Source: an optimization exercise on an open RTL-to-GDS flow (aim: small area, a short achievable clock period and few clock cycles). Production flows keep margins and buffers that such runs may drop. RTL that was checked went through simulation tests only; none was proved equivalent to the original. No functional check of the RTL was part of run 1.

## flow/design.v (module list and top-level ports; edited modules follow where they fit)
// module complex_adder: 16 lines
// module complex_subtractor: 34 lines
// module cmul_w1: 475 lines
// module cmul_w2: 683 lines
// module cmul_w3: 475 lines
// module cmul_w6: 697 lines
// module cmul_w9: 463 lines
// module register_bank: 12 lines
// module ks_carry: 70 lines
// module butterfly_radix4: 39 lines
// module control_radix4: 19 lines
// module fft_radix4_top: 66 lines
module fft_radix4_top #(
    parameter WIDTH = 16
)(
    input wire clk,
    input wire rst_n,
    input wire start,
    input wire signed [WIDTH*16-1:0] data_in_real,
    input wire signed [WIDTH*16-1:0] data_in_imag,
    output wire signed [WIDTH*16-1:0] data_out_real,
    output wire signed [WIDTH*16-1:0] data_out_imag,
    output wire done,
    output wire valid
);
  // ...
==> flow/run.sh <==
#!/bin/bash
# synth_recipe.tcl (not shown) runs the flow's synth.tcl, then flattens the netlist and writes it again
# the make line also repeats each setting of config.mk as NAME=value (left out here)
make -C /OpenROAD-flow-scripts/flow DESIGN_CONFIG=/design/flow/config.mk WORK_HOME=/design/flow/orfs CLKGATE_MAP_FILE= SYNTH_SCRIPT=/design/flow/synth_recipe.tcl finish
==> flow/config.mk <==
export PLATFORM = sky130hd
export DESIGN_NAME = fft_radix4_top
export DESIGN_NICKNAME = fft_radix4_top
export VERILOG_FILES = /design/flow/design.v
export SDC_FILE = /design/flow/constraint.sdc
export NUM_CORES = 8
export LEC_CHECK = 0
export ABC_AREA = 1
export CAP_MARGIN = 20
export CORE_MARGIN = 2
export CORE_UTILIZATION = 40
export SETUP_SLACK_MARGIN = 5
export SLEW_MARGIN = 20
export TNS_END_PERCENT = 0
==> flow/constraint.sdc <==
create_clock -name core_clock -period 20.0 [get_ports {clk}]
set_input_delay 4.0000 -clock core_clock [delete_from_list [all_inputs] [get_ports {clk}]]
set_output_delay 4.0000 -clock core_clock [all_outputs]
set_load 0.01 [all_outputs]
==> out/metrics.cfg, run 1 <==
[run_status]
status=complete, no violations

[cells_and_area]
fin_util_pct=48.31
multi_input_area_share_pct=70.02
nFillCells=36940
register_area_um2=10280
clock_buffers=102
diodes=49

[cts]
path_clk_slew_ns=0.05
insertion_delay_ns=0.89
clockRootBuffer=clkbuf_16

[setup_path]
cp_num_cells=53
cp_data_required_time_ns=16.00
crit_buf_inv=33
crit_start=data_in_real[100]
critical_path_class=primary input to output port

[logic_synthesis]
synth-seq-cells=513
yosys-top-cells-area=fa_1, ha_1, inv_1
synth_compound_area_share_pct=12.68
synth_common_cells=inv_1, nand2_1, ha_1

[routing]
final_antenna_net_count=0
drt-total-wl_mm=666.0
wirelength_met1_mm=274.9

[sta]
fin_crit_ns=15.22
max_freq_ghz=0.06569
finalWorstSetupSlack_ns=4.777

[floorplan]
start_util_pct=40.13
core_area_um2=371900

[global_routing]
grt.overflow.total=0
grt_pass1_vias=130900

[worst_hold_path]
min_path_cells=10

==> module complex_subtractor, before the edit <==
module complex_subtractor #(
    parameter STYLE = 0
)(
    input  wire [16:0] a,
    input  wire [16:0] b,
    input  wire        cin,
    output wire [15:0] y,
    output wire [15:0] f,
    output wire [15:0] g
);
    wire [16:0] p = a ^ b;
    wire [16:0] c;
    ks_carry #(.N(17), .STYLE(STYLE)) kc (.p(p), .g(a & b), .cin(cin), .c(c));
    wire [16:0] t = p ^ c;
    wire ovf = t[16] ^ t[15];
    wire [16:0] k = {a[15:0] | b[15:0], cin};
    wire [16:0] e = ~(p ^ k);
    wire [16:0] z;
    assign z[0] = 1'b1;
    genvar i;
    generate
        for (i = 1; i < 17; i = i + 1) begin : zm
            assign z[i] = &e[i-1:0];
        end
    endgenerate
    wire pos = ~t[16] & ~(z[16] & ~ovf) ;   
    wire [15:0] tm1 = t[15:0] ^ z[15:0];     
    wire is_min = t[15] & z[15];             
    assign y = ovf ? {t[16], {15{~t[16]}}} : t[15:0];
    assign f = ovf ? (t[16] ? 16'h8001 : 16'h7ffe) :
               pos ? tm1 : {t[15:1], t[0] | is_min};
    assign g = ovf ? (t[16] ? 16'h7fff : 16'h8001) :
               t[15] ? ~t[15:0] : ~tm1;
endmodule
==> module register_bank, before the edit <==
module register_bank (
    input wire clk,
    input wire [255:0] data_in_real,
    input wire [255:0] data_in_imag,
    output reg [255:0] data_out_real,
    output reg [255:0] data_out_imag
);
    always @(posedge clk) begin
        data_out_real <= data_in_real;
        data_out_imag <= data_in_imag;
    end
endmodule
==> module ks_carry, before the edit <==
module ks_carry #(
    parameter N = 16,
    parameter STYLE = 0
)(
    input  wire [N-1:0] p,
    input  wire [N-1:0] g,
    input  wire         cin,
    output wire [N-1:0] c
);
    localparam M = N + 1;
    localparam L = $clog2(M);
    wire [M-1:0] G [0:2*L];
    wire [M-1:0] P [0:2*L];
    assign G[0] = {g, cin};
    assign P[0] = {p, 1'b0};
    genvar l, i;
    generate
        if (STYLE == 0) begin : kogge_stone
            for (l = 0; l < L; l = l + 1) begin : lv
                for (i = 0; i < M; i = i + 1) begin : bt
                    if (i >= (1 << l)) begin : op
                        assign G[l+1][i] = G[l][i] | (P[l][i] & G[l][i-(1<<l)]);
                        assign P[l+1][i] = P[l][i] & P[l][i-(1<<l)];
                    end else begin : th
                        assign G[l+1][i] = G[l][i];
                        assign P[l+1][i] = P[l][i];
                    end
                end
            end
            assign c = G[L][N-1:0];
        end else if (STYLE == 1) begin : sklansky
            for (l = 0; l < L; l = l + 1) begin : lv
                for (i = 0; i < M; i = i + 1) begin : bt
                    if ((i >> l) & 1) begin : op
                        assign G[l+1][i] = G[l][i] | (P[l][i] & G[l][((i >> l) << l) - 1]);
                        assign P[l+1][i] = P[l][i] & P[l][((i >> l) << l) - 1];
                    end else begin : th
                        assign G[l+1][i] = G[l][i];
                        assign P[l+1][i] = P[l][i];
                    end
                end
            end
            assign c = G[L][N-1:0];
        end else begin : brent_kung
            for (l = 0; l < L; l = l + 1) begin : up
                for (i = 0; i < M; i = i + 1) begin : bt
                    if (((i + 1) % (2 << l)) == 0) begin : op
                        assign G[l+1][i] = G[l][i] | (P[l][i] & G[l][i-(1<<l)]);
                        assign P[l+1][i] = P[l][i] & P[l][i-(1<<l)];
                    end else begin : th
                        assign G[l+1][i] = G[l][i];
                        assign P[l+1][i] = P[l][i];
                    end
                end
            end
            for (l = L - 1; l >= 0; l = l - 1) begin : dn
                for (i = 0; i < M; i = i + 1) begin : bt
                    if (((i + 1) % (2 << l)) == (1 << l) && i > (1 << l)) begin : op
                        assign G[2*L-l][i] = G[2*L-l-1][i] | (P[2*L-l-1][i] & G[2*L-l-1][i-(1<<l)]);
                        assign P[2*L-l][i] = P[2*L-l-1][i] & P[2*L-l-1][i-(1<<l)];
                    end else begin : th
                        assign G[2*L-l][i] = G[2*L-l-1][i];
                        assign P[2*L-l][i] = P[2*L-l-1][i];
                    end
                end
            end
            assign c = G[2*L][N-1:0];
        end
    endgenerate
endmodule
==> module butterfly_radix4, before the edit <==
module butterfly_radix4 (
    input  wire [15:0] x0_real, x0_imag, x1_real, x1_imag,
    input  wire [15:0] x2_real, x2_imag, x3_real, x3_imag,
    output wire [15:0] y0_real, y0_imag, y1_real, y1_imag,
    output wire [15:0] y2_real, y2_imag, y3_real, y3_imag,
    output wire [15:0] f1_real, f1_imag, f2_real, f2_imag,
    output wire [15:0] f3_real, f3_imag, g2_real
);
    wire [15:0] ar, ai, br, bi, cr, ci, dr, di;
    complex_adder #(0) a_r (.a(x0_real), .b(x2_real), .y(ar));
    complex_adder #(0) a_i (.a(x0_imag), .b(x2_imag), .y(ai));
    complex_adder #(1) b_r (.a(x0_real), .b(x2_real), .y(br));
    complex_adder #(1) b_i (.a(x0_imag), .b(x2_imag), .y(bi));
    complex_adder #(0) c_r (.a(x1_real), .b(x3_real), .y(cr));
    complex_adder #(0) c_i (.a(x1_imag), .b(x3_imag), .y(ci));
    complex_adder #(1) d_r (.a(x1_real), .b(x3_real), .y(dr));
    complex_adder #(1) d_i (.a(x1_imag), .b(x3_imag), .y(di));
    wire di_min = (di == 16'h8000);
    wire [16:0] sx_ar = {ar[15], ar}, sx_ai = {ai[15], ai};
    wire [16:0] sx_br = {br[15], br}, sx_bi = {bi[15], bi};
    wire [15:0] unused0, unused1, unused2, unused3, unused4, unused5, unused6;
    wire [15:0] unused7, unused8, unused9;
    complex_subtractor y0r (.a(sx_ar), .b({cr[15], cr}), .cin(1'b0),
                            .y(y0_real), .f(unused0), .g(unused1));
    complex_subtractor y0i (.a(sx_ai), .b({ci[15], ci}), .cin(1'b0),
                            .y(y0_imag), .f(unused2), .g(unused3));
    complex_subtractor y2r (.a(sx_ar), .b({~cr[15], ~cr}), .cin(1'b1),
                            .y(y2_real), .f(f2_real), .g(g2_real));
    complex_subtractor y2i (.a(sx_ai), .b({~ci[15], ~ci}), .cin(1'b1),
                            .y(y2_imag), .f(f2_imag), .g(unused4));
    complex_subtractor y1r (.a(sx_br), .b({di[15] & ~di_min, di}), .cin(1'b0),
                            .y(y1_real), .f(f1_real), .g(unused5));
    complex_subtractor y1i (.a(sx_bi), .b({~dr[15], ~dr}), .cin(1'b1),
                            .y(y1_imag), .f(f1_imag), .g(unused6));
    complex_subtractor y3r (.a(sx_br), .b({~di[15] | di_min, ~di}), .cin(1'b1),
                            .y(y3_real), .f(f3_real), .g(unused7));
    complex_subtractor y3i (.a(sx_bi), .b({dr[15], dr}), .cin(1'b0),
                            .y(y3_imag), .f(f3_imag), .g(unused8));
endmodule
==> module control_radix4, before the edit <==
module control_radix4 (
    input wire clk,
    input wire rst_n,
    input wire start,
    output wire stage,
    output wire done,
    output wire valid
);
    reg busy;
    always @(posedge clk or negedge rst_n) begin
        if (!rst_n)
            busy <= 1'b0;
        else
            busy <= start;
    end
    assign stage = busy;
    assign done = busy;
    assign valid = busy;
endmodule
==> module fft_radix4_top, before the edit <==
module fft_radix4_top #(
    parameter WIDTH = 16
)(
    input wire clk,
    input wire rst_n,
    input wire start,
    input wire signed [WIDTH*16-1:0] data_in_real,
    input wire signed [WIDTH*16-1:0] data_in_imag,
    output wire signed [WIDTH*16-1:0] data_out_real,
    output wire signed [WIDTH*16-1:0] data_out_imag,
    output wire done,
    output wire valid
);
    wire stage;
    control_radix4 ctrl (.clk(clk), .rst_n(rst_n), .start(start), .stage(stage),
                         .done(done), .valid(valid));
    wire [255:0] s_real, s_imag;    
    wire [255:0] p1_real, p1_imag;
    genvar b;
    generate
        for (b = 0; b < 4; b = b + 1) begin : bf
            wire [15:0] x0r = stage ? s_real[16*(4*b+0) +: 16] : data_in_real[16*(b+0) +: 16];
            wire [15:0] x1r = stage ? s_real[16*(4*b+1) +: 16] : data_in_real[16*(b+4) +: 16];
            wire [15:0] x2r = stage ? s_real[16*(4*b+2) +: 16] : data_in_real[16*(b+8) +: 16];
            wire [15:0] x3r = stage ? s_real[16*(4*b+3) +: 16] : data_in_real[16*(b+12) +: 16];
            wire [15:0] x0i = stage ? s_imag[16*(4*b+0) +: 16] : data_in_imag[16*(b+0) +: 16];
            wire [15:0] x1i = stage ? s_imag[16*(4*b+1) +: 16] : data_in_imag[16*(b+4) +: 16];
            wire [15:0] x2i = stage ? s_imag[16*(4*b+2) +: 16] : data_in_imag[16*(b+8) +: 16];
            wire [15:0] x3i = stage ? s_imag[16*(4*b+3) +: 16] : data_in_imag[16*(b+12) +: 16];
            wire [15:0] y0r, y0i, y1r, y1i, y2r, y2i, y3r, y3i;
            wire [15:0] f1r, f1i, f2r, f2i, f3r, f3i, g2r;
            butterfly_radix4 u (
                .x0_real(x0r), .x0_imag(x0i), .x1_real(x1r), .x1_imag(x1i),
                .x2_real(x2r), .x2_imag(x2i), .x3_real(x3r), .x3_imag(x3i),
                .y0_real(y0r), .y0_imag(y0i), .y1_real(y1r), .y1_imag(y1i),
                .y2_real(y2r), .y2_imag(y2i), .y3_real(y3r), .y3_imag(y3i),
                .f1_real(f1r), .f1_imag(f1i), .f2_real(f2r), .f2_imag(f2i),
                .f3_real(f3r), .f3_imag(f3i), .g2_real(g2r));
            assign data_out_real[16*(4*b) +: 64] = {f3r, f2r, f1r, y0r};
            assign data_out_imag[16*(4*b) +: 64] = {f3i, f2i, f1i, y0i};
            wire [15:0] q1r, q1i, q2r, q2i, q3r, q3i;
            if (b == 0) begin : w0
                assign {q1r, q1i, q2r, q2i, q3r, q3i} = {f1r, f1i, f2r, f2i, f3r, f3i};
            end else if (b == 1) begin : w123
                cmul_w1 m1 (.a_real(y1r), .a_imag(y1i), .result_real(q1r), .result_imag(q1i));
                cmul_w2 m2 (.a_real(y2r), .a_imag(y2i), .result_real(q2r), .result_imag(q2i));
                cmul_w3 m3 (.a_real(y3r), .a_imag(y3i), .result_real(q3r), .result_imag(q3i));
            end else if (b == 2) begin : w246
                cmul_w2 m1 (.a_real(y1r), .a_imag(y1i), .result_real(q1r), .result_imag(q1i));
                assign q2r = f2i;
                assign q2i = g2r;
                cmul_w6 m3 (.a_real(y3r), .a_imag(y3i), .result_real(q3r), .result_imag(q3i));
            end else begin : w369
                cmul_w3 m1 (.a_real(y1r), .a_imag(y1i), .result_real(q1r), .result_imag(q1i));
                cmul_w6 m2 (.a_real(y2r), .a_imag(y2i), .result_real(q2r), .result_imag(q2i));
                cmul_w9 m3 (.a_real(y3r), .a_imag(y3i), .result_real(q3r), .result_imag(q3i));
            end
            assign p1_real[16*(b+0) +: 16] = y0r;  assign p1_imag[16*(b+0) +: 16] = y0i;
            assign p1_real[16*(b+4) +: 16] = q1r;  assign p1_imag[16*(b+4) +: 16] = q1i;
            assign p1_real[16*(b+8) +: 16] = q2r;  assign p1_imag[16*(b+8) +: 16] = q2i;
            assign p1_real[16*(b+12) +: 16] = q3r; assign p1_imag[16*(b+12) +: 16] = q3i;
        end
    endgenerate
    register_bank bank (.clk(clk), .data_in_real(p1_real), .data_in_imag(p1_imag),
                        .data_out_real(s_real), .data_out_imag(s_imag));
endmodule
==> run 2, diff against run 1 <==
--- a/flow/design.v
+++ b/flow/design.v
@@ -10,50 +10,51 @@
     wire [15:0] p = a ^ bb;
     wire [15:0] c;
     ks_carry #(.N(16), .STYLE(STYLE)) kc (.p(p), .g(a & bb), .cin(SUB != 0), .c(c));
     wire [15:0] s = p ^ c;
     wire ovf = ~(a[15] ^ bb[15]) & (c[15] ^ a[15]);
     assign y = ovf ? {a[15], {15{~a[15]}}} : s;
 endmodule
 module complex_subtractor #(
+    parameter CIN = 0,
     parameter STYLE = 0
 )(
     input  wire [16:0] a,
     input  wire [16:0] b,
-    input  wire        cin,
     output wire [15:0] y,
     output wire [15:0] f,
     output wire [15:0] g
 );
     wire [16:0] p = a ^ b;
-    wire [16:0] c;
-    ks_carry #(.N(17), .STYLE(STYLE)) kc (.p(p), .g(a & b), .cin(cin), .c(c));
-    wire [16:0] t = p ^ c;
-    wire ovf = t[16] ^ t[15];
-    wire [16:0] k = {a[15:0] | b[15:0], cin};
-    wire [16:0] e = ~(p ^ k);
-    wire [16:0] z;
-    assign z[0] = 1'b1;
-    genvar i;
+    wire [16:0] gg, pp;
+    ks_gp #(.N(17), .STYLE(STYLE)) kt (.p(p), .g(a & b), .gg(gg), .pp(pp));
+    wire [16:0] t, u;
     generate
-        for (i = 1; i < 17; i = i + 1) begin : zm
-            assign z[i] = &e[i-1:0];
+        if (CIN != 0) begin : c1
+            assign t = p ^ {gg[15:0] | pp[15:0], 1'b1};
+            assign u = p ^ {gg[15:0], 1'b0};
+        end else begin : c0
+            assign t = p ^ {gg[15:0], 1'b0};
+            wire [16:0] s1 = ~p;
+            wire [16:0] k1 = {a[15:0] | b[15:0], 1'b0};
+            wire [16:0] pu = s1 ^ k1;
+            wire [16:0] gu, pq;
+            ks_gp #(.N(17), .STYLE(STYLE)) ku (.p(pu), .g(s1 & k1), .gg(gu), .pp(pq));
+            assign u = pu ^ {gu[15:0], 1'b0};
         end
     endgenerate
-    wire pos = ~t[16] & ~(z[16] & ~ovf) ;   
-    wire [15:0] tm1 = t[15:0] ^ z[15:0];     
-    wire is_min = t[15] & z[15];             
-    assign y = ovf ? {t[16], {15{~t[16]}}} : t[15:0];
-    assign f = ovf ? (t[16] ? 16'h8001 : 16'h7ffe) :
-               pos ? tm1 : {t[15:1], t[0] | is_min};
-    assign g = ovf ? (t[16] ? 16'h7fff : 16'h8001) :
-               t[15] ? ~t[15:0] : ~tm1;
+    wire pos_ovf = ~t[16] & t[15];                        
+    wire neg_ovf = t[16] & ~t[15];                        
+    wire le_min  = neg_ovf | (u[16] & ~u[15]);            
+    assign y = pos_ovf ? 16'h7fff : neg_ovf ? 16'h8000 : t[15:0];
+    assign f = le_min ? 16'h8001 : pos_ovf ? 16'h7ffe : ~u[16] ? u[15:0] : t[15:0];
+    assign g = neg_ovf ? 16'h7fff : pos_ovf ? 16'h8001 : ~t[16] ? ~u[15:0] : ~t[15:0];
 endmodule
-module cmul_w1 #(parameter CSTYLE = 2) (
+module cmul_w1 #(parameter CSTYLE = 0) (
     input  wire [15:0] a_real,
     input  wire [15:0] a_imag,
     output wire [15:0] result_real,
     output wire [15:0] result_imag
 );
     wire [15:0] pr = {~a_real[15], a_real[14:0]};
     wire [15:0] nr = {a_real[15], ~a_real[14:0]};
     wire [15:0] pi = {~a_imag[15], a_imag[14:0]};
@@ -518,17 +519,17 @@
     wire [30:0] im_a = {pi[15], im_220, im_218, im_216, im_214, im_212, im_210, im_208, im_206, im_204, im_202, im_200, im_198, im_196, im_194, im_192, im_190, im_188, im_186, im_184, im_182, im_180, im_178, im_176, im_174, pr[3], pr[2], pr[1], pr[0], pi[1], pi[0]};
     wire [30:0] im_b = {im_221, im_219, im_217, im_215, im_213, im_211, im_209, im_207, im_205, im_203, im_201, im_199, im_197, im_195, im_193, im_191, im_189, im_187, im_185, im_183, im_181, im_179, im_177, im_175, pi[0], pi[5], pi[4], pi[3], pi[2], 1'b0, 1'b0};
     wire [30:0] im_s;
     wire [30:0] im_c;
     ks_carry #(.N(31), .STYLE(CSTYLE)) im_add (.p(im_a ^ im_b), .g(im_a & im_b), .cin(1'b0), .c(im_c));
     assign im_s = im_a ^ im_b ^ im_c;
     assign result_imag = im_s[30:15];
 endmodule
-module cmul_w2 #(parameter CSTYLE = 2) (
+module cmul_w2 #(parameter CSTYLE = 0) (
     input  wire [15:0] a_real,
     input  wire [15:0] a_imag,
     output wire [15:0] result_real,
     output wire [15:0] result_imag
 );
     wire [15:0] pr = {~a_real[15], a_real[14:0]};
     wire [15:0] nr = {a_real[15], ~a_real[14:0]};
     wire [15:0] pi = {~a_imag[15], a_imag[14:0]};
@@ -1201,17 +1202,17 @@
     wire [30:0] im_a = {im_338, im_336, im_334, im_332, im_330, im_328, im_326, im_324, im_322, im_320, im_318, im_316, im_314, im_312, im_310, im_308, im_306, im_304, im_302, im_300, im_298, im_296, im_294, im_292, im_290, im_288, im_286, im_284, im_282, im_280, 1'b0};
     wire [30:0] im_b = {im_337, im_335, im_333, im_331, im_329, im_327, im_325, im_323, im_321, im_319, im_317, im_315, im_313, im_311, im_309, im_307, im_305, im_303, im_301, im_299, im_297, im_295, im_293, im_291, im_289, im_287, im_285, im_283, im_281, pi[0], 1'b0};
     wire [30:0] im_s;
     wire [30:0] im_c;
     ks_carry #(.N(31), .STYLE(CSTYLE)) im_add (.p(im_a ^ im_b), .g(im_a & im_b), .cin(1'b0), .c(im_c));
     assign im_s = im_a ^ im_b ^ im_c;
     assign result_imag = im_s[30:15];
 endmodule
-module cmul_w3 #(parameter CSTYLE = 2) (
+module cmul_w3 #(parameter CSTYLE = 0) (
     input  wire [15:0] a_real,
     input  wire [15:0] a_imag,
     output wire [15:0] result_real,
     output wire [15:0] result_imag
 );
     wire [15:0] pr = {~a_real[15], a_real[14:0]};
     wire [15:0] nr = {a_real[15], ~a_real[14:0]};
     wire [15:0] pi = {~a_imag[15], a_imag[14:0]};
@@ -1676,17 +1677,17 @@
     wire [30:0] im_a = {nr[15], im_220, im_218, im_216, im_214, im_212, im_210, im_208, im_206, im_204, im_202, im_200, im_198, im_196, im_194, im_192, im_190, im_188, im_186, im_184, im_182, im_180, im_178, im_176, im_174, im_172, im_170, im_168, im_166, nr[1], 1'b1};
     wire [30:0] im_b = {im_221, im_219, im_217, im_215, im_213, im_211, im_209, im_207, im_205, im_203, im_201, im_199, im_197, im_195, im_193, im_191, im_189, im_187, im_185, im_183, im_181, im_179, im_177, im_175, im_173, im_171, im_169, im_167, ni[0], 1'b0, nr[0]};
     wire [30:0] im_s;
     wire [30:0] im_c;
     ks_carry #(.N(31), .STYLE(CSTYLE)) im_add (.p(im_a ^ im_b), .g(im_a & im_b), .cin(1'b0), .c(im_c));
     assign im_s = im_a ^ im_b ^ im_c;
     assign result_imag = im_s[30:15];
 endmodule
-module cmul_w6 #(parameter CSTYLE = 2) (
+module cmul_w6 #(parameter CSTYLE = 0) (
     input  wire [15:0] a_real,
     input  wire [15:0] a_imag,
     output wire [15:0] result_real,
     output wire [15:0] result_imag
 );
     wire [15:0] pr = {~a_real[15], a_real[14:0]};
     wire [15:0] nr = {a_real[15], ~a_real[14:0]};
     wire [15:0] pi = {~a_imag[15], a_imag[14:0]};
@@ -2373,17 +2374,17 @@
     wire [30:0] im_a = {im_330, im_328, im_326, im_324, im_322, im_320, im_318, im_316, im_314, im_312, im_310, im_308, im_306, im_304, im_302, im_300, im_298, im_296, im_294, im_292, im_290, im_288, im_286, im_284, im_282, im_280, im_278, im_276, im_274, nr[0], 1'b0};
     wire [30:0] im_b = {im_329, im_327, im_325, im_323, im_321, im_319, im_317, im_315, im_313, im_311, im_309, im_307, im_305, im_303, im_301, im_299, im_297, im_295, im_293, im_291, im_289, im_287, im_285, im_283, im_281, im_279, im_277, im_275, ni[1], ni[0], 1'b0};
     wire [30:0] im_s;
     wire [30:0] im_c;
     ks_carry #(.N(31), .STYLE(CSTYLE)) im_add (.p(im_a ^ im_b), .g(im_a & im_b), .cin(1'b0), .c(im_c));
     assign im_s = im_a ^ im_b ^ im_c;
     assign result_imag = im_s[30:15];
 endmodule
-module cmul_w9 #(parameter CSTYLE = 2) (
+module cmul_w9 #(parameter CSTYLE = 0) (
     input  wire [15:0] a_real,
     input  wire [15:0] a_imag,
     output wire [15:0] result_real,
     output wire [15:0] result_imag
 );
     wire [15:0] pr = {~a_real[15], a_real[14:0]};
     wire [15:0] nr = {a_real[15], ~a_real[14:0]};
     wire [15:0] pi = {~a_imag[15], a_imag[14:0]};
@@ -2838,214 +2839,239 @@
     wire [30:0] im_s;
     wire [30:0] im_c;
     ks_carry #(.N(31), .STYLE(CSTYLE)) im_add (.p(im_a ^ im_b), .g(im_a & im_b), .cin(1'b0), .c(im_c));
     assign im_s = im_a ^ im_b ^ im_c;
     assign result_imag = im_s[30:15];
 endmodule
 module register_bank (
     input wire clk,
-    input wire [255:0] data_in_real,
-    input wire [255:0] data_in_imag,
-    output reg [255:0] data_out_real,
-    output reg [255:0] data_out_imag
+    input wire [511:0] d,
+    output reg [511:0] q
 );
     always @(posedge clk) begin
-        data_out_real <= data_in_real;
-        data_out_imag <= data_in_imag;
+        q <= d;
     end
 endmodule
-module ks_carry #(
+module ks_gp #(
     parameter N = 16,
     parameter STYLE = 0
 )(
     input  wire [N-1:0] p,
     input  wire [N-1:0] g,
-    input  wire         cin,
-    output wire [N-1:0] c
+    output wire [N-1:0] gg,
+    output wire [N-1:0] pp
 );
-    localparam M = N + 1;
-    localparam L = $clog2(M);
-    wire [M-1:0] G [0:2*L];
-    wire [M-1:0] P [0:2*L];
-    assign G[0] = {g, cin};
-    assign P[0] = {p, 1'b0};
+    localparam L = (N <= 2) ? 1 : (N <= 4) ? 2 : (N <= 8) ? 3 : (N <= 16) ? 4 :
+                   (N <= 32) ? 5 : (N <= 64) ? 6 : 7;
+    wire [N-1:0] G [0:2*L];
+    wire [N-1:0] P [0:2*L];
+    assign G[0] = g;
+    assign P[0] = p;
     genvar l, i;
     generate
         if (STYLE == 0) begin : kogge_stone
             for (l = 0; l < L; l = l + 1) begin : lv
-                for (i = 0; i < M; i = i + 1) begin : bt
+                for (i = 0; i < N; i = i + 1) begin : bt
                     if (i >= (1 << l)) begin : op
                         assign G[l+1][i] = G[l][i] | (P[l][i] & G[l][i-(1<<l)]);
                         assign P[l+1][i] = P[l][i] & P[l][i-(1<<l)];
                     end else begin : th
                         assign G[l+1][i] = G[l][i];
                         assign P[l+1][i] = P[l][i];
                     end
                 end
             end
-            assign c = G[L][N-1:0];
+            assign gg = G[L];
+            assign pp = P[L];
         end else if (STYLE == 1) begin : sklansky
             for (l = 0; l < L; l = l + 1) begin : lv
-                for (i = 0; i < M; i = i + 1) begin : bt
+                for (i = 0; i < N; i = i + 1) begin : bt
                     if ((i >> l) & 1) begin : op
                         assign G[l+1][i] = G[l][i] | (P[l][i] & G[l][((i >> l) << l) - 1]);
                         assign P[l+1][i] = P[l][i] & P[l][((i >> l) << l) - 1];
                     end else begin : th
                         assign G[l+1][i] = G[l][i];
                         assign P[l+1][i] = P[l][i];
                     end
                 end
             end
-            assign c = G[L][N-1:0];
+            assign gg = G[L];
+            assign pp = P[L];
         end else begin : brent_kung
             for (l = 0; l < L; l = l + 1) begin : up
-                for (i = 0; i < M; i = i + 1) begin : bt
+                for (i = 0; i < N; i = i + 1) begin : bt
                     if (((i + 1) % (2 << l)) == 0) begin : op
                         assign G[l+1][i] = G[l][i] | (P[l][i] & G[l][i-(1<<l)]);
                         assign P[l+1][i] = P[l][i] & P[l][i-(1<<l)];
                     end else begin : th
                         assign G[l+1][i] = G[l][i];
                         assign P[l+1][i] = P[l][i];
                     end
                 end
             end
             for (l = L - 1; l >= 0; l = l - 1) begin : dn
-                for (i = 0; i < M; i = i + 1) begin : bt
+                for (i = 0; i < N; i = i + 1) begin : bt
                     if (((i + 1) % (2 << l)) == (1 << l) && i > (1 << l)) begin : op
                         assign G[2*L-l][i] = G[2*L-l-1][i] | (P[2*L-l-1][i] & G[2*L-l-1][i-(1<<l)]);
                         assign P[2*L-l][i] = P[2*L-l-1][i] & P[2*L-l-1][i-(1<<l)];
                     end else begin : th
                         assign G[2*L-l][i] = G[2*L-l-1][i];
                         assign P[2*L-l][i] = P[2*L-l-1][i];
                     end
                 end
             end
-            assign c = G[2*L][N-1:0];
+            assign gg = G[2*L];
+            assign pp = P[2*L];
         end
     endgenerate
 endmodule
+module ks_carry #(
+    parameter N = 16,
+    parameter STYLE = 0
+)(
+    input  wire [N-1:0] p,
+    input  wire [N-1:0] g,
+    input  wire         cin,
+    output wire [N-1:0] c
+);
+    wire [N-1:0] gg, pp;
+    ks_gp #(.N(N), .STYLE(STYLE)) t (.p(p), .g(g), .gg(gg), .pp(pp));
+    assign c = {gg[N-2:0] | (pp[N-2:0] & {(N-1){cin}}), cin};
+endmodule
 module butterfly_radix4 (
     input  wire [15:0] x0_real, x0_imag, x1_real, x1_imag,
     input  wire [15:0] x2_real, x2_imag, x3_real, x3_imag,
+    output wire [15:0] a_real, a_imag, b_real, b_imag,
+    output wire [15:0] c_real, c_imag, d_real, d_imag
+);
+    complex_adder #(0) a_r (.a(x0_real), .b(x2_real), .y(a_real));
+    complex_adder #(0) a_i (.a(x0_imag), .b(x2_imag), .y(a_imag));
+    complex_adder #(1) b_r (.a(x0_real), .b(x2_real), .y(b_real));
+    complex_adder #(1) b_i (.a(x0_imag), .b(x2_imag), .y(b_imag));
+    complex_adder #(0) c_r (.a(x1_real), .b(x3_real), .y(c_real));
+    complex_adder #(0) c_i (.a(x1_imag), .b(x3_imag), .y(c_imag));
+    complex_adder #(1) d_r (.a(x1_real), .b(x3_real), .y(d_real));
+    complex_adder #(1) d_i (.a(x1_imag), .b(x3_imag), .y(d_imag));
+endmodule
+module butterfly_radix4_out (
+    input  wire [15:0] ar, ai, br, bi, cr, ci, dr, di,
     output wire [15:0] y0_real, y0_imag, y1_real, y1_imag,
     output wire [15:0] y2_real, y2_imag, y3_real, y3_imag,
     output wire [15:0] f1_real, f1_imag, f2_real, f2_imag,
     output wire [15:0] f3_real, f3_imag, g2_real
 );
-    wire [15:0] ar, ai, br, bi, cr, ci, dr, di;
-    complex_adder #(0) a_r (.a(x0_real), .b(x2_real), .y(ar));
-    complex_adder #(0) a_i (.a(x0_imag), .b(x2_imag), .y(ai));
-    complex_adder #(1) b_r (.a(x0_real), .b(x2_real), .y(br));
-    complex_adder #(1) b_i (.a(x0_imag), .b(x2_imag), .y(bi));
-    complex_adder #(0) c_r (.a(x1_real), .b(x3_real), .y(cr));
-    complex_adder #(0) c_i (.a(x1_imag), .b(x3_imag), .y(ci));
-    complex_adder #(1) d_r (.a(x1_real), .b(x3_real), .y(dr));
-    complex_adder #(1) d_i (.a(x1_imag), .b(x3_imag), .y(di));
     wire di_min = (di == 16'h8000);
     wire [16:0] sx_ar = {ar[15], ar}, sx_ai = {ai[15], ai};
     wire [16:0] sx_br = {br[15], br}, sx_bi = {bi[15], bi};
     wire [15:0] unused0, unused1, unused2, unused3, unused4, unused5, unused6;
-    wire [15:0] unused7, unused8, unused9;
-    complex_subtractor y0r (.a(sx_ar), .b({cr[15], cr}), .cin(1'b0),
+    wire [15:0] unused7, unused8;
+    complex_subtractor #(.CIN(0)) y0r (.a(sx_ar), .b({cr[15], cr}),
                             .y(y0_real), .f(unused0), .g(unused1));
-    complex_subtractor y0i (.a(sx_ai), .b({ci[15], ci}), .cin(1'b0),
+    complex_subtractor #(.CIN(0)) y0i (.a(sx_ai), .b({ci[15], ci}),
                             .y(y0_imag), .f(unused2), .g(unused3));
-    complex_subtractor y2r (.a(sx_ar), .b({~cr[15], ~cr}), .cin(1'b1),
+    complex_subtractor #(.CIN(1)) y2r (.a(sx_ar), .b({~cr[15], ~cr}),
                             .y(y2_real), .f(f2_real), .g(g2_real));
-    complex_subtractor y2i (.a(sx_ai), .b({~ci[15], ~ci}), .cin(1'b1),
+    complex_subtractor #(.CIN(1)) y2i (.a(sx_ai), .b({~ci[15], ~ci}),
                             .y(y2_imag), .f(f2_imag), .g(unused4));
-    complex_subtractor y1r (.a(sx_br), .b({di[15] & ~di_min, di}), .cin(1'b0),
+    complex_subtractor #(.CIN(0)) y1r (.a(sx_br), .b({di[15] & ~di_min, di}),
                             .y(y1_real), .f(f1_real), .g(unused5));
-    complex_subtractor y1i (.a(sx_bi), .b({~dr[15], ~dr}), .cin(1'b1),
+    complex_subtractor #(.CIN(1)) y1i (.a(sx_bi), .b({~dr[15], ~dr}),
                             .y(y1_imag), .f(f1_imag), .g(unused6));
-    complex_subtractor y3r (.a(sx_br), .b({~di[15] | di_min, ~di}), .cin(1'b1),
+    complex_subtractor #(.CIN(1)) y3r (.a(sx_br), .b({~di[15] | di_min, ~di}),
                             .y(y3_real), .f(f3_real), .g(unused7));
-    complex_subtractor y3i (.a(sx_bi), .b({dr[15], dr}), .cin(1'b0),
+    complex_subtractor #(.CIN(0)) y3i (.a(sx_bi), .b({dr[15], dr}),
                             .y(y3_imag), .f(f3_imag), .g(unused8));
 endmodule
 `timescale 1ns / 1ps
 module control_radix4 (
     input wire clk,
     input wire rst_n,
     input wire start,
-    output wire stage,
+    output wire stage1,
     output wire done,
     output wire valid
 );
-    reg busy;
+    reg s1, s2;
     always @(posedge clk or negedge rst_n) begin
-        if (!rst_n)
-            busy <= 1'b0;
-        else
-            busy <= start;
+        if (!rst_n) begin
+            s1 <= 1'b0;
+            s2 <= 1'b0;
+        end else begin
+            s1 <= start;
+            s2 <= s1;
+        end
     end
-    assign stage = busy;
-    assign done = busy;
-    assign valid = busy;
+    assign stage1 = s1;
+    assign done = s2;
+    assign valid = s2;
 endmodule
 `timescale 1ns / 1ps
 module fft_radix4_top #(
     parameter WIDTH = 16
 )(
     input wire clk,
     input wire rst_n,
     input wire start,
     input wire signed [WIDTH*16-1:0] data_in_real,
     input wire signed [WIDTH*16-1:0] data_in_imag,
     output wire signed [WIDTH*16-1:0] data_out_real,
     output wire signed [WIDTH*16-1:0] data_out_imag,
     output wire done,
     output wire valid
 );
-    wire stage;
-    control_radix4 ctrl (.clk(clk), .rst_n(rst_n), .start(start), .stage(stage),
+    wire stage1;
+    control_radix4 ctrl (.clk(clk), .rst_n(rst_n), .start(start), .stage1(stage1),
                          .done(done), .valid(valid));
-    wire [255:0] s_real, s_imag;    
-    wire [255:0] p1_real, p1_imag;
-    genvar b;
+    wire [511:0] bank_d, bank_q;
+    register_bank bank (.clk(clk), .d(bank_d), .q(bank_q));
+    wire [15:0] qr [0:3][0:3];
+    wire [15:0] qi [0:3][0:3];
+    genvar k, j;
     generate
-        for (b = 0; b < 4; b = b + 1) begin : bf
-            wire [15:0] x0r = stage ? s_real[16*(4*b+0) +: 16] : data_in_real[16*(b+0) +: 16];
-            wire [15:0] x1r = stage ? s_real[16*(4*b+1) +: 16] : data_in_real[16*(b+4) +: 16];
-            wire [15:0] x2r = stage ? s_real[16*(4*b+2) +: 16] : data_in_real[16*(b+8) +: 16];
-            wire [15:0] x3r = stage ? s_real[16*(4*b+3) +: 16] : data_in_real[16*(b+12) +: 16];
-            wire [15:0] x0i = stage ? s_imag[16*(4*b+0) +: 16] : data_in_imag[16*(b+0) +: 16];
-            wire [15:0] x1i = stage ? s_imag[16*(4*b+1) +: 16] : data_in_imag[16*(b+4) +: 16];
-            wire [15:0] x2i = stage ? s_imag[16*(4*b+2) +: 16] : data_in_imag[16*(b+8) +: 16];
-            wire [15:0] x3i = stage ? s_imag[16*(4*b+3) +: 16] : data_in_imag[16*(b+12) +: 16];
+        for (k = 0; k < 4; k = k + 1) begin : bf
+            wire [15:0] xr [0:3];
+            wire [15:0] xi [0:3];
+            for (j = 0; j < 4; j = j + 1) begin : in
+                assign xr[j] = stage1 ? qr[j][k] : data_in_real[16*(k+4*j) +: 16];
+                assign xi[j] = stage1 ? qi[j][k] : data_in_imag[16*(k+4*j) +: 16];
+            end
+            wire [127:0] h;
+            butterfly_radix4 u1 (
+                .x0_real(xr[0]), .x0_imag(xi[0]), .x1_real(xr[1]), .x1_imag(xi[1]),
+                .x2_real(xr[2]), .x2_imag(xi[2]), .x3_real(xr[3]), .x3_imag(xi[3]),
+                .a_real(h[0 +: 16]), .a_imag(h[16 +: 16]), .b_real(h[32 +: 16]), .b_imag(h[48 +: 16]),
+                .c_real(h[64 +: 16]), .c_imag(h[80 +: 16]), .d_real(h[96 +: 16]), .d_imag(h[112 +: 16]));
+            assign bank_d[128*k +: 128] = h;
+            wire [127:0] r = bank_q[128*k +: 128];
             wire [15:0] y0r, y0i, y1r, y1i, y2r, y2i, y3r, y3i;
             wire [15:0] f1r, f1i, f2r, f2i, f3r, f3i, g2r;
-            butterfly_radix4 u (
-                .x0_real(x0r), .x0_imag(x0i), .x1_real(x1r), .x1_imag(x1i),
-                .x2_real(x2r), .x2_imag(x2i), .x3_real(x3r), .x3_imag(x3i),
+            butterfly_radix4_out u2 (
+                .ar(r[0 +: 16]), .ai(r[16 +: 16]), .br(r[32 +: 16]), .bi(r[48 +: 16]),
+                .cr(r[64 +: 16]), .ci(r[80 +: 16]), .dr(r[96 +: 16]), .di(r[112 +: 16]),
                 .y0_real(y0r), .y0_imag(y0i), .y1_real(y1r), .y1_imag(y1i),
                 .y2_real(y2r), .y2_imag(y2i), .y3_real(y3r), .y3_imag(y3i),
                 .f1_real(f1r), .f1_imag(f1i), .f2_real(f2r), .f2_imag(f2i),
                 .f3_real(f3r), .f3_imag(f3i), .g2_real(g2r));
-            assign data_out_real[16*(4*b) +: 64] = {f3r, f2r, f1r, y0r};
-            assign data_out_imag[16*(4*b) +: 64] = {f3i, f2i, f1i, y0i};
-            wire [15:0] q1r, q1i, q2r, q2i, q3r, q3i;
-            if (b == 0) begin : w0
-                assign {q1r, q1i, q2r, q2i, q3r, q3i} = {f1r, f1i, f2r, f2i, f3r, f3i};
-            end else if (b == 1) begin : w123
-                cmul_w1 m1 (.a_real(y1r), .a_imag(y1i), .result_real(q1r), .result_imag(q1i));
-                cmul_w2 m2 (.a_real(y2r), .a_imag(y2i), .result_real(q2r), .result_imag(q2i));
-                cmul_w3 m3 (.a_real(y3r), .a_imag(y3i), .result_real(q3r), .result_imag(q3i));
-            end else if (b == 2) begin : w246
-                cmul_w2 m1 (.a_real(y1r), .a_imag(y1i), .result_real(q1r), .result_imag(q1i));
-                assign q2r = f2i;
-                assign q2i = g2r;
-                cmul_w6 m3 (.a_real(y3r), .a_imag(y3i), .result_real(q3r), .result_imag(q3i));
+            assign data_out_real[16*(4*k) +: 64] = {f3r, f2r, f1r, y0r};
+            assign data_out_imag[16*(4*k) +: 64] = {f3i, f2i, f1i, y0i};
+            assign qr[k][0] = y0r;
+            assign qi[k][0] = y0i;
+            if (k == 0) begin : w000
+                assign {qr[k][1], qi[k][1], qr[k][2], qi[k][2], qr[k][3], qi[k][3]} =
+                       {f1r, f1i, f2r, f2i, f3r, f3i};
+            end else if (k == 1) begin : w123
+                cmul_w1 m1 (.a_real(y1r), .a_imag(y1i), .result_real(qr[k][1]), .result_imag(qi[k][1]));
+                cmul_w2 m2 (.a_real(y2r), .a_imag(y2i), .result_real(qr[k][2]), .result_imag(qi[k][2]));
+                cmul_w3 m3 (.a_real(y3r), .a_imag(y3i), .result_real(qr[k][3]), .result_imag(qi[k][3]));
+            end else if (k == 2) begin : w246
+                cmul_w2 m1 (.a_real(y1r), .a_imag(y1i), .result_real(qr[k][1]), .result_imag(qi[k][1]));
+                assign qr[k][2] = f2i;
+                assign qi[k][2] = g2r;
+                cmul_w6 m3 (.a_real(y3r), .a_imag(y3i), .result_real(qr[k][3]), .result_imag(qi[k][3]));
             end else begin : w369
-                cmul_w3 m1 (.a_real(y1r), .a_imag(y1i), .result_real(q1r), .result_imag(q1i));
-                cmul_w6 m2 (.a_real(y2r), .a_imag(y2i), .result_real(q2r), .result_imag(q2i));
-                cmul_w9 m3 (.a_real(y3r), .a_imag(y3i), .result_real(q3r), .result_imag(q3i));
+                cmul_w3 m1 (.a_real(y1r), .a_imag(y1i), .result_real(qr[k][1]), .result_imag(qi[k][1]));
+                cmul_w6 m2 (.a_real(y2r), .a_imag(y2i), .result_real(qr[k][2]), .result_imag(qi[k][2]));
+                cmul_w9 m3 (.a_real(y3r), .a_imag(y3i), .result_real(qr[k][3]), .result_imag(qi[k][3]));
             end
-            assign p1_real[16*(b+0) +: 16] = y0r;  assign p1_imag[16*(b+0) +: 16] = y0i;
-            assign p1_real[16*(b+4) +: 16] = q1r;  assign p1_imag[16*(b+4) +: 16] = q1i;
-            assign p1_real[16*(b+8) +: 16] = q2r;  assign p1_imag[16*(b+8) +: 16] = q2i;
-            assign p1_real[16*(b+12) +: 16] = q3r; assign p1_imag[16*(b+12) +: 16] = q3i;
         end
     endgenerate
-    register_bank bank (.clk(clk), .data_in_real(p1_real), .data_in_imag(p1_imag),
-                        .data_out_real(s_real), .data_out_imag(s_imag));
 endmodule
==> flow/flow/run.sh (new file) <==
#!/bin/bash
# Own layout flow: the standard ORFS flow (standard.sh) with
#  - the standard flow's synthesis script plus flow/synth_hooks.tcl (no full-adder
#    extraction, ABC mapping with flow/abc.script);
#  - ports buffered with sky130_fd_sc_hd__buf_1;
#  - setup repair aiming at SETUP_SLACK_MARGIN ns of slack, worst path only.
# Runs in the standard flow's work folder; the make output goes to own_flow.log there and
# each ORFS step writes its own log under orfs/logs.
set -euo pipefail
W=$(pwd)
sed -e "s#^source \$::env(SCRIPTS_DIR)/synth.tcl#source $W/flow/synth_hooks.tcl\n&#" \
    synth_recipe.tcl > own_synth.tcl
grep -q synth_hooks own_synth.tcl
sed -e "s#SYNTH_SCRIPT=[^ ]*synth_recipe.tcl#SYNTH_SCRIPT=$W/own_synth.tcl#" standard.sh > own_standard.sh
grep -q own_synth.tcl own_standard.sh
export OWN_ABC_SCRIPT=$W/flow/abc.script
export BUFFER_PORTS_ARGS="-buffer_cell sky130_fd_sc_hd__buf_1"
export SETUP_SLACK_MARGIN=13
export TNS_END_PERCENT=0
bash own_standard.sh > own_flow.log 2>&1
==> flow/flow/abc.script (new file) <==
strash
dch
map -D 6000
topo
stime -c
buffer -c
upsize -c -D 6000
dnsize -c -D 6000
==> flow/flow/synth_hooks.tcl (new file) <==
# Sourced by own_synth.tcl (the standard flow's synth_recipe.tcl) just before ORFS's
# synth.tcl. Two changes to the standard flow's synthesis, neither touching registers:
#  - Yosys's full-adder extraction is skipped, so ABC maps the adders;
#  - ABC maps with flow/abc.script (delay target) instead of ORFS's script.
proc extract_fa {args} {
  puts "own flow: full-adder extraction skipped"
}
proc abc {args} {
  set i [lsearch -exact $args -script]
  if { $i >= 0 && [info exists ::env(OWN_ABC_SCRIPT)] } {
    set args [lreplace $args [expr {$i + 1}] [expr {$i + 1}] $::env(OWN_ABC_SCRIPT)]
  }
  puts "own flow: abc $args"
  yosys abc {*}$args
}
==> flow/standard.sh (new file) <==
#!/bin/bash
# synth_recipe.tcl (not shown) runs the flow's synth.tcl, then flattens the netlist and writes it again
# the make line also repeats each setting of config.mk as NAME=value (left out here)
make -C /OpenROAD-flow-scripts/flow DESIGN_CONFIG=/design/flow/config.mk WORK_HOME=/design/flow/orfs CLKGATE_MAP_FILE= SYNTH_SCRIPT=/design/flow/synth_recipe.tcl "${@:-finish}"
==> flow/config.mk (replaced) <==
export PLATFORM = sky130hd
export DESIGN_NAME = fft_radix4_top
export DESIGN_NICKNAME = fft_radix4_top
export VERILOG_FILES = /design/flow/design.v
export SDC_FILE = /design/flow/constraint.sdc
export NUM_CORES = 8
export LEC_CHECK = 0
export ABC_AREA = 1
export CAP_MARGIN = 20
export CORE_MARGIN = 2
export CORE_UTILIZATION = 40
export SLEW_MARGIN = 20
removed: flow/run.sh
==> run 2 against run 1 <==
Against the previous run: still clean on timing, DRC and antenna; area after synthesis fell by 2.9%; via count is 40% higher; global-route usage up 6.7 points; cell area down 4.3%; clock skew decreased by 0.0072 ns; critical path type is now flop to output port.
==> out/metrics.cfg, run 2 <==
[run_status]
status=complete, no violations

[routing]
vias=187600
final_antenna_net_count=0  ; unchanged
first_iter_violations=19190
wl_per_cell_um=22.97
vias_per_cell=5.406
drt-total-wl_mm=797.1  ; +20%
drc_errors=0
firstDrtPassIters=10

[global_routing]
grt_max_degree=94
grt_use_total_pct=40.88
grt_pass1_vias=166700  ; +27%
antenna_found_initial=102
grt_pass1_wl_mm=1110
grt.overflow.total=0  ; unchanged

[cells_and_area]
register_area_um2=10450  ; +1.6%
fin_util_pct=47.82  ; -0.49 points
largest_register=bank.q
multi_input_area_um2=124700
final_common_cell=nand2_1
largest_register_ffs=512
nFillCells=40060  ; +8.4%
layout_common_cells=nand2_1, nor2_1, inv_1, a21oi_1, xor2_1
syn2layout_area_growth_pct=18.75
reg_top3=bank.q: 512 flops, ctrl.s1: 1 flops, ctrl.s2: 1 flops
stdcell_count=34700
nets=30190
drive_gt1_share_pct=12.76

[logic_synthesis]
yosys-top-cells-area=nand2_1, nor2_1, xor2_1
synth_seq_area_share_pct=7.110
ys.flop_type=dfxtp_1
synth_most_common_cell=nand2_1
yosysTopAreaCell=nand2_1
ys_warn_count=6
syn_area_um2=144900
yosysTopAreaCellShare_pct=17.07
async_flop_share_pct=0.3891
synth_nets=28720
yosys.cell_types.count=122
synth-seq-cells=514  ; +0.19%
syn-instance-count=28210
synth_common_cells=nand2_1, nor2_1, inv_1
synth_edf_count=0
synth_area_per_cell_um2=5.136

[cts]
path_clk_slew_ns=0.06  ; about the same
clockBufferDepth=3
cts_made_buffers=74
cts_tree=yes
clock-sinks=514
clockRootBuffer=clkbuf_16
insertion_delay_ns=0.76  ; -0.13 ns
cts.htree.levels=3

[setup_path]
regToRegEndpoint=bank.q[448]
end_kind=output port
critical_path_class=flop to output port
cp_max_fo=8
r2r_slack_ns=10.99
cp-start-kind=flop
regToRegStartpoint=bank.q[233]
cp_data_required_time_ns=16.00  ; about the same
reg2reg_depth=43
worstPathArrival_ns=5.18

[sta]
fin_setup_tns_ns=0
tightest_slew_ns=1.261
min_period_over_period_pct=45.88
finalSetupViolations=0
holdWs_ns=0.7582
slew_violations=0
hold_violations=0
rsz0062_at_grt=yes
finalWorstSetupSlack_ns=10.82  ; +6.047 ns
maxSlewHeadroom_pct=15.03
max_freq_ghz=0.1090  ; +66%
fin_skew_ns=0.07946
fin_crit_ns=9.176  ; -6.047 ns

[floorplan]
io_pins=1029
core_area_um2=359800  ; -3.3%
die-area_um2=367000
start_util_pct=40.27  ; +0.14 points
die_h_um=605.8
chipWidth_um=605.8
rows=220

[placement]
dp.cells=33830
dp_slack_ns=8.604
hpwlAfterDp_mm=675.7
place_congestion=1.085
io_buffers=1028

[worst_hold_path]
hold_end=ctrl.s2
min_path_cells=0  ; -10
hp-start=ctrl.s1
hold_path_class=flop to flop

[job]
max_cap_violations=0

-- run 2: what timing repair did --
action,in CTS,in global routing
pin swaps,132,238
hold buffers,0,0
resized for setup,1317,1257
setup buffers,242,274
endpoints found under the setup margin,1023,1024
gates cloned,14,11
-- run 2: metal layers --
layer  up-vias  global-route usage, %  routed length (µm)
met1     85540                  49.44              313000
met5         -                      0                 172
met4        26                  35.36               82380
li1      91940                      -                   -
met3      1887                  6.043               63870
met2      8205                  63.43              337600
-- run 2: per-stage QoR --
| stage | instance area [µm²] |
|---|---|
| finish | 172000 |
| detailed placement | 154500 |
| global placement | 154500 |
| global route | 172000 |
| floorplan | 145000 |
| CTS | 164400 |
-- run 2: final cells by class --
class | instances | share of cell area [%]
antenna | 197 | 0.2866
clock buffer | 84 | 1.128
clock inverter | 54 | 0.4160
inverter | 4607 | 10.28
multi-input combinational | 22720 | 72.46
sequential | 514 | 6.072
tap | 4773 | 3.471
timing repair buffer | 1748 | 5.861
timing repair inverter | 6 | 0.02473
-- run 2: worst max-delay path by stage --
stage	start	end	slack (ns)	cells after the start
final	bank.q[39]	data_out_real[19]	10.82	25
after global routing	bank.q[416]	bank.q[249]	10.42	56
after CTS	bank.q[354]	data_out_imag[184]	10.96	32
after detailed placement	bank.q[436]	bank.q[195]	8.60	47
after global placement	bank.q[436]	bank.q[195]	8.54	48
after floorplan	bank.q[385]	data_out_real[195]	12.25	27
-- run 2: logic make-up (layout without fill, tap and decap cells) --
logic type | Yosys count | count (layout) | share of synthesized area (%)
simple gates | 14520 | 14530 | 41.54
xor+xnor | 2576 | 2576 | 15.65
compound gates | 5534 | 5535 | 21.81
fa+ha+maj | 41 | 41 | 0.2841
buf+inv | 4995 | 6499 | 13.37
mux | 34 | 34 | 0.2349
flops | 514 | 514 | 7.110
other cells | 0 | 197 | 0
-- run 2: critical path: stages, from the launching register on --
cell and delay (ns):
dfxtp_1 0.47, inv_1 0.11, nor2_1 0.27, nor2_2 0.13, inv_1 0.23, nor2_1 0.09
nor2_1 0.28, a31oi_4 0.15, nor2_2 0.13, a21oi_2 0.08, nor2_1 0.09, inv_1 0.06
a31oi_1 0.13, inv_1 0.08, nor2_1 0.10, inv_1 0.06, a31oi_1 0.21, nor2_1 0.10
nor2_1 0.16, or4_1 0.17, nand2_4 0.10, buf_4 0.20, o211ai_1 0.54, nand2_2 0.24
inv_1 0.10, clkbuf_2 0.13
Testbench counts of run 2, summed over its fixed seeds: cycles 1,528.

[port drivers added, routing unchanged]
No port has a modelled driver above. Below, the same layouts with a new extraction and two added sets of constraints.
Step 1, drivers: a clkbuf_16 drives clk and a buf_2 each remaining input, both assumed.
Step 2, shift: input delay + t, output delay - t, t = (earliest + latest rising clock arrival at the registers) / 2. This alone moves slack from input paths to output paths.
Three values: ideal ports, drivers, drivers and shift; two values: the first two.
run | shift t [ns] | slack for setup (ns) | pins driven straight from the clock port
run 1 | 0.968 | 4.777 / 4.663 / 4.079 | 1
run 2 | 0.825 | 10.824 / 10.720 / 10.525 | 1
After both steps every run listed still meets setup and hold. The setup slack of run 1, which loses most, moves by -0.114 ns with the drivers and by -0.698 ns with both steps.
